This is an optimization exercise on Yosys and OpenROAD, whose aim is small area, not a production implementation. Where RTL was checked, it was by simulation tests only, not by an equivalence proof against the original. Power and IR drop assume default switching activity.

==> run a: inputs <==
## gaussian_noise
module gaussian_noise (Y, select, clk, Y_hat, noise_debug, reset, state);
Settings: LEC_CHECK=0, CAP_MARGIN=5, CORE_MARGIN=2, CORE_UTILIZATION=40, CTS_BUF_LIST=sky130_fd_sc_hd__clkbuf_8, CTS_CLUSTER_DIAMETER=60, CTS_CLUSTER_SIZE=16, SLEW_MARGIN=5; clock period 15.0 ns.
standard.sh (not shown) runs the stock make flow with config.mk's settings and CLKGATE_MAP_FILE= SYNTH_SCRIPT=/design/flow/synth_recipe.tcl, a recipe that flattens the netlist after the stock synthesis.
==> flow/flow/run.sh <==
#!/bin/bash
# Standard ORFS layout, with the port buffers inserted as the smallest buffer cell.
# Each tool's full log is kept by ORFS under orfs/logs/; make's own output goes to flow_make.log.
set -euo pipefail
bash standard.sh BUFFER_PORTS_ARGS="-buffer_cell sky130_fd_sc_hd__buf_1" finish > flow_make.log 2>&1
==> inputs of run b, as changes to run a <==
Settings changed: CAP_MARGIN 5 to 20, CTS_BUF_LIST sky130_fd_sc_hd__clkbuf_8 to sky130_fd_sc_hd__clkbuf_8 sky130_fd_sc_hd__clkbuf_16, CTS_CLUSTER_DIAMETER 60 to 80, CTS_CLUSTER_SIZE 16 to 20, SLEW_MARGIN 5 to 20.
==> summary of the runs <==
Against run a, the clock power of run b is higher by about 18%.
Of run a and run b, run a has the higher maximum frequency (gap 0.25%, measured against run b).
Critical path depth: run a is higher than run b (1).
Between run b and run a, the lower routed wire length is in run b (gap 0.30%, measured against run a).
Die area is the same in run b and run a.
Core utilization: run b is higher than run a (0.30 points).
In non-clock buffer count, run b and run a do not differ.
In run b the sequential share of layout area is lower than in run a, by 0.31 points.
Sequential power is about the same in run b and run a.
Against run b, the worst hold slack of run a is lower by 13 ps.

========
==> trial 33: inputs <==
Another version of the RTL of gaussian_noise (not shown whole).
Settings: LEC_CHECK=0, CAP_MARGIN=20, CORE_MARGIN=2, CORE_UTILIZATION=40, CTS_BUF_LIST=sky130_fd_sc_hd__clkbuf_16, CTS_CLUSTER_DIAMETER=100, CTS_CLUSTER_SIZE=24, SLEW_MARGIN=20; clock period 15.0 ns.
Scripts as last shown in full above: flow/flow/run.sh
==> inputs of build 28, as changes to trial 33 <==
--- a/flow/design.v
+++ b/flow/design.v
@@ -190,24 +190,14 @@
 wire n_P56 = n_p[27] & n_P35;
 wire n_G57 = n_g[29] | (n_p[29] & n_G42);
 wire n_P57 = n_p[29] & n_P42;
 wire n_G58 = n_g[31] | (n_p[31] & n_G31);
 wire n_P58 = n_p[31] & n_P31;
 wire [31:0] n = n_p ^ {n_G31, n_G57, n_G42, n_G56, n_G35, n_G55, n_G41, n_G54, n_G32, n_G53, n_G40, n_G52, n_G34, n_G51, n_G39, n_G50, n_G29, n_G49, n_G38, n_G48, n_G33, n_G47, n_G37, n_G46, n_G25, n_G45, n_G36, n_G44, n_G17, n_G43, n_G1, 1'b0};
-reg [31:0] ns;
-always @(*) begin
-  case (select)
-    3'd0: ns = n >> 10;
-    3'd1: ns = n >> 8;
-    3'd2: ns = n >> 6;
-    3'd3: ns = n >> 4;
-    3'd4: ns = n >> 2;
-    3'd5: ns = n >> 0;
-    default: ns = 32'd0;
-  endcase
-end
+wire [31:0] ng = valid ? n : 32'd0;   
+wire [31:0] ns = select[2] ? (select[0] ? ng : ng >> 2) : (select[1] ? (select[0] ? ng >> 4 : ng >> 6) : (select[0] ? ng >> 8 : ng >> 10));
 wire [31:0] yh_p = Y ^ ns;
 wire [31:0] yh_g = Y & ns;
 wire yh_G1 = yh_g[0] | (yh_p[0] & 1'b0);
 wire yh_P1 = yh_p[0] & 1'b0;
 wire yh_G2 = yh_g[2] | (yh_p[2] & yh_g[1]);
 wire yh_P2 = yh_p[2] & yh_p[1];
@@ -368,9 +358,9 @@
 wire yh_G80 = yh_G64 | (yh_P64 & yh_G56);
 wire yh_P80 = yh_P64 & yh_P56;
 wire yh_G81 = yh_g[31] | (yh_p[31] & yh_G80);
 wire yh_P81 = yh_p[31] & yh_P80;
 wire [31:0] yh = yh_p ^ {yh_G80, yh_G79, yh_G78, yh_G77, yh_G76, yh_G75, yh_G74, yh_G73, yh_G72, yh_G71, yh_G70, yh_G69, yh_G68, yh_G67, yh_G66, yh_G65, yh_G56, yh_G55, yh_G54, yh_G53, yh_G52, yh_G51, yh_G50, yh_G49, yh_G36, yh_G35, yh_G34, yh_G33, yh_G18, yh_G17, yh_G1, 1'b0};
 assign Y_hat = yh;
-assign noise_debug = valid ? n : 32'd0;
+assign noise_debug = ng;
 assign state = select;
 endmodule
Settings changed: CTS_CLUSTER_SIZE 24 to 30.
==> inputs of trial 39, as changes to trial 33 <==
--- a/flow/design.v
+++ b/flow/design.v
@@ -190,24 +190,14 @@
 wire n_P56 = n_p[27] & n_P35;
 wire n_G57 = n_g[29] | (n_p[29] & n_G42);
 wire n_P57 = n_p[29] & n_P42;
 wire n_G58 = n_g[31] | (n_p[31] & n_G31);
 wire n_P58 = n_p[31] & n_P31;
 wire [31:0] n = n_p ^ {n_G31, n_G57, n_G42, n_G56, n_G35, n_G55, n_G41, n_G54, n_G32, n_G53, n_G40, n_G52, n_G34, n_G51, n_G39, n_G50, n_G29, n_G49, n_G38, n_G48, n_G33, n_G47, n_G37, n_G46, n_G25, n_G45, n_G36, n_G44, n_G17, n_G43, n_G1, 1'b0};
-reg [31:0] ns;
-always @(*) begin
-  case (select)
-    3'd0: ns = n >> 10;
-    3'd1: ns = n >> 8;
-    3'd2: ns = n >> 6;
-    3'd3: ns = n >> 4;
-    3'd4: ns = n >> 2;
-    3'd5: ns = n >> 0;
-    default: ns = 32'd0;
-  endcase
-end
+wire [31:0] ng = valid ? n : 32'd0;   
+wire [31:0] ns = select[2] ? (select[0] ? ng : ng >> 2) : (select[1] ? (select[0] ? ng >> 4 : ng >> 6) : (select[0] ? ng >> 8 : ng >> 10));
 wire [31:0] yh_p = Y ^ ns;
 wire [31:0] yh_g = Y & ns;
 wire yh_G1 = yh_g[0] | (yh_p[0] & 1'b0);
 wire yh_P1 = yh_p[0] & 1'b0;
 wire yh_G2 = yh_g[2] | (yh_p[2] & yh_g[1]);
 wire yh_P2 = yh_p[2] & yh_p[1];
@@ -368,9 +358,9 @@
 wire yh_G80 = yh_G64 | (yh_P64 & yh_G56);
 wire yh_P80 = yh_P64 & yh_P56;
 wire yh_G81 = yh_g[31] | (yh_p[31] & yh_G80);
 wire yh_P81 = yh_p[31] & yh_P80;
 wire [31:0] yh = yh_p ^ {yh_G80, yh_G79, yh_G78, yh_G77, yh_G76, yh_G75, yh_G74, yh_G73, yh_G72, yh_G71, yh_G70, yh_G69, yh_G68, yh_G67, yh_G66, yh_G65, yh_G56, yh_G55, yh_G54, yh_G53, yh_G52, yh_G51, yh_G50, yh_G49, yh_G36, yh_G35, yh_G34, yh_G33, yh_G18, yh_G17, yh_G1, 1'b0};
 assign Y_hat = yh;
-assign noise_debug = valid ? n : 32'd0;
+assign noise_debug = ng;
 assign state = select;
 endmodule
Settings changed: CORE_UTILIZATION 40 to 30, CTS_BUF_LIST sky130_fd_sc_hd__clkbuf_16 to sky130_fd_sc_hd__clkbuf_8, CTS_CLUSTER_DIAMETER 100 to 60, CTS_CLUSTER_SIZE 24 to 16.
==> inputs of trial 38, as changes to trial 33 <==
--- a/flow/design.v
+++ b/flow/design.v
@@ -190,24 +190,14 @@
 wire n_P56 = n_p[27] & n_P35;
 wire n_G57 = n_g[29] | (n_p[29] & n_G42);
 wire n_P57 = n_p[29] & n_P42;
 wire n_G58 = n_g[31] | (n_p[31] & n_G31);
 wire n_P58 = n_p[31] & n_P31;
 wire [31:0] n = n_p ^ {n_G31, n_G57, n_G42, n_G56, n_G35, n_G55, n_G41, n_G54, n_G32, n_G53, n_G40, n_G52, n_G34, n_G51, n_G39, n_G50, n_G29, n_G49, n_G38, n_G48, n_G33, n_G47, n_G37, n_G46, n_G25, n_G45, n_G36, n_G44, n_G17, n_G43, n_G1, 1'b0};
-reg [31:0] ns;
-always @(*) begin
-  case (select)
-    3'd0: ns = n >> 10;
-    3'd1: ns = n >> 8;
-    3'd2: ns = n >> 6;
-    3'd3: ns = n >> 4;
-    3'd4: ns = n >> 2;
-    3'd5: ns = n >> 0;
-    default: ns = 32'd0;
-  endcase
-end
+wire [31:0] ng = valid ? n : 32'd0;   
+wire [31:0] ns = select[2] ? (select[0] ? ng : ng >> 2) : (select[1] ? (select[0] ? ng >> 4 : ng >> 6) : (select[0] ? ng >> 8 : ng >> 10));
 wire [31:0] yh_p = Y ^ ns;
 wire [31:0] yh_g = Y & ns;
 wire yh_G1 = yh_g[0] | (yh_p[0] & 1'b0);
 wire yh_P1 = yh_p[0] & 1'b0;
 wire yh_G2 = yh_g[2] | (yh_p[2] & yh_g[1]);
 wire yh_P2 = yh_p[2] & yh_p[1];
@@ -368,9 +358,9 @@
 wire yh_G80 = yh_G64 | (yh_P64 & yh_G56);
 wire yh_P80 = yh_P64 & yh_P56;
 wire yh_G81 = yh_g[31] | (yh_p[31] & yh_G80);
 wire yh_P81 = yh_p[31] & yh_P80;
 wire [31:0] yh = yh_p ^ {yh_G80, yh_G79, yh_G78, yh_G77, yh_G76, yh_G75, yh_G74, yh_G73, yh_G72, yh_G71, yh_G70, yh_G69, yh_G68, yh_G67, yh_G66, yh_G65, yh_G56, yh_G55, yh_G54, yh_G53, yh_G52, yh_G51, yh_G50, yh_G49, yh_G36, yh_G35, yh_G34, yh_G33, yh_G18, yh_G17, yh_G1, 1'b0};
 assign Y_hat = yh;
-assign noise_debug = valid ? n : 32'd0;
+assign noise_debug = ng;
 assign state = select;
 endmodule
Settings changed: CORE_UTILIZATION 40 to 50, CTS_BUF_LIST sky130_fd_sc_hd__clkbuf_16 to sky130_fd_sc_hd__clkbuf_8, CTS_CLUSTER_DIAMETER 100 to 60, CTS_CLUSTER_SIZE 24 to 16.
==> comparison table <==
| quantity | trial 39 | trial 33 | trial 38 | build 28 |
|---|---|---|---|---|
| Share of the synthesized netlist area taken by xor and xnor gates | 0.117 | 0.118 | 0.117 | 0.117 |
| Clock slew seen by the registers of the worst setup and hold paths | 100 ps | 90 ps | 100 ps | 110 ps |
| Gr usage total | 0.125 | 0.165 | 0.201 | 0.158 |
| Non-filler cells, final | 2302 | 2100 | 1993 | 2101 |
| Standard cell with the maximum stage delay on the critical path | sky130_fd_sc_hd__mux4_2 | sky130_fd_sc_hd__fa_1 | sky130_fd_sc_hd__mux4_2 | sky130_fd_sc_hd__fa_1 |
| Met1 demand-to-capacity share in global routing | 0.185 | 0.234 | 0.319 | 0.240 |
| Core box area | 57500 sq um | 43000 sq um | 34400 sq um | 43000 sq um |
| Total of clock buffers placed in the layout | 31 | 19 | 29 | 15 |
| Total Routed Length | 37500 um | 36300 um | 35400 um | 35200 um |
| Layout Utilization | 0.334 | 0.443 | 0.547 | 0.439 |
| Cell area power density | 82.7 nW/um^2 | 94.9 nW/um^2 | 83.7 nW/um^2 | 81.7 nW/um^2 |
| Initial antenna violation count | 1 | 0 | 0 | 0 |
| PnR Total Power | 1.59 mW | 1.81 mW | 1.57 mW | 1.54 mW |
| Run status | finished clean | finished clean | finished clean | finished clean |
| Cell Area, Placed | 18700 sq um | 18500 sq um | 18200 sq um | 18400 sq um |
| First-pass DRT Iterations | 5 | 5 | 4 | 6 |
| Switch share | 0.247 | 0.281 | 0.247 | 0.239 |
| Pin count of the biggest net entering global routing | 169 | 201 | 178 | 122 |
| Global routing's busiest layer | met2 | met2 | met1 | met2 |
Only the layout flow was run in trial 33; the RTL was not checked for function there.

==> port drivers added, routing unchanged <==
How much do the figures lean on ideal ports? The routed layouts below were timed once more, with nothing changed but the port constraints.
Step 1 assumes that a clkbuf_16 drives the clock port and a buf_2 every other input.
Step 2 also shifts input and output timing later by t, the mid clock arrival at the registers, as if the neighbouring blocks saw the same clock.
a / b / c = ideal / step 1 / step 2; a / b = the first two.
run	t, ns	setup slack, ns	latest minus earliest clock arrival (ns)
run a	0.628	0.725 / 0.705 / 0.705	0.034 / 0.034
run b	0.561	0.689 / 0.669 / 0.669	0.016 / 0.017
trial 33	0.565	0.804 / 0.779 / 0.779	0.026 / 0.027
build 28	0.557	0.715 / 0.695 / 0.695	0.028 / 0.028
trial 39	0.624	0.716 / 0.694 / 0.694	0.022 / 0.022
trial 38	0.631	0.778 / 0.754 / 0.754	0.036 / 0.037
After both steps every run listed still meets setup and hold. For trial 33, which loses most, drivers alone change the setup slack by -0.025 ns; drivers and shift together by -0.025 ns.
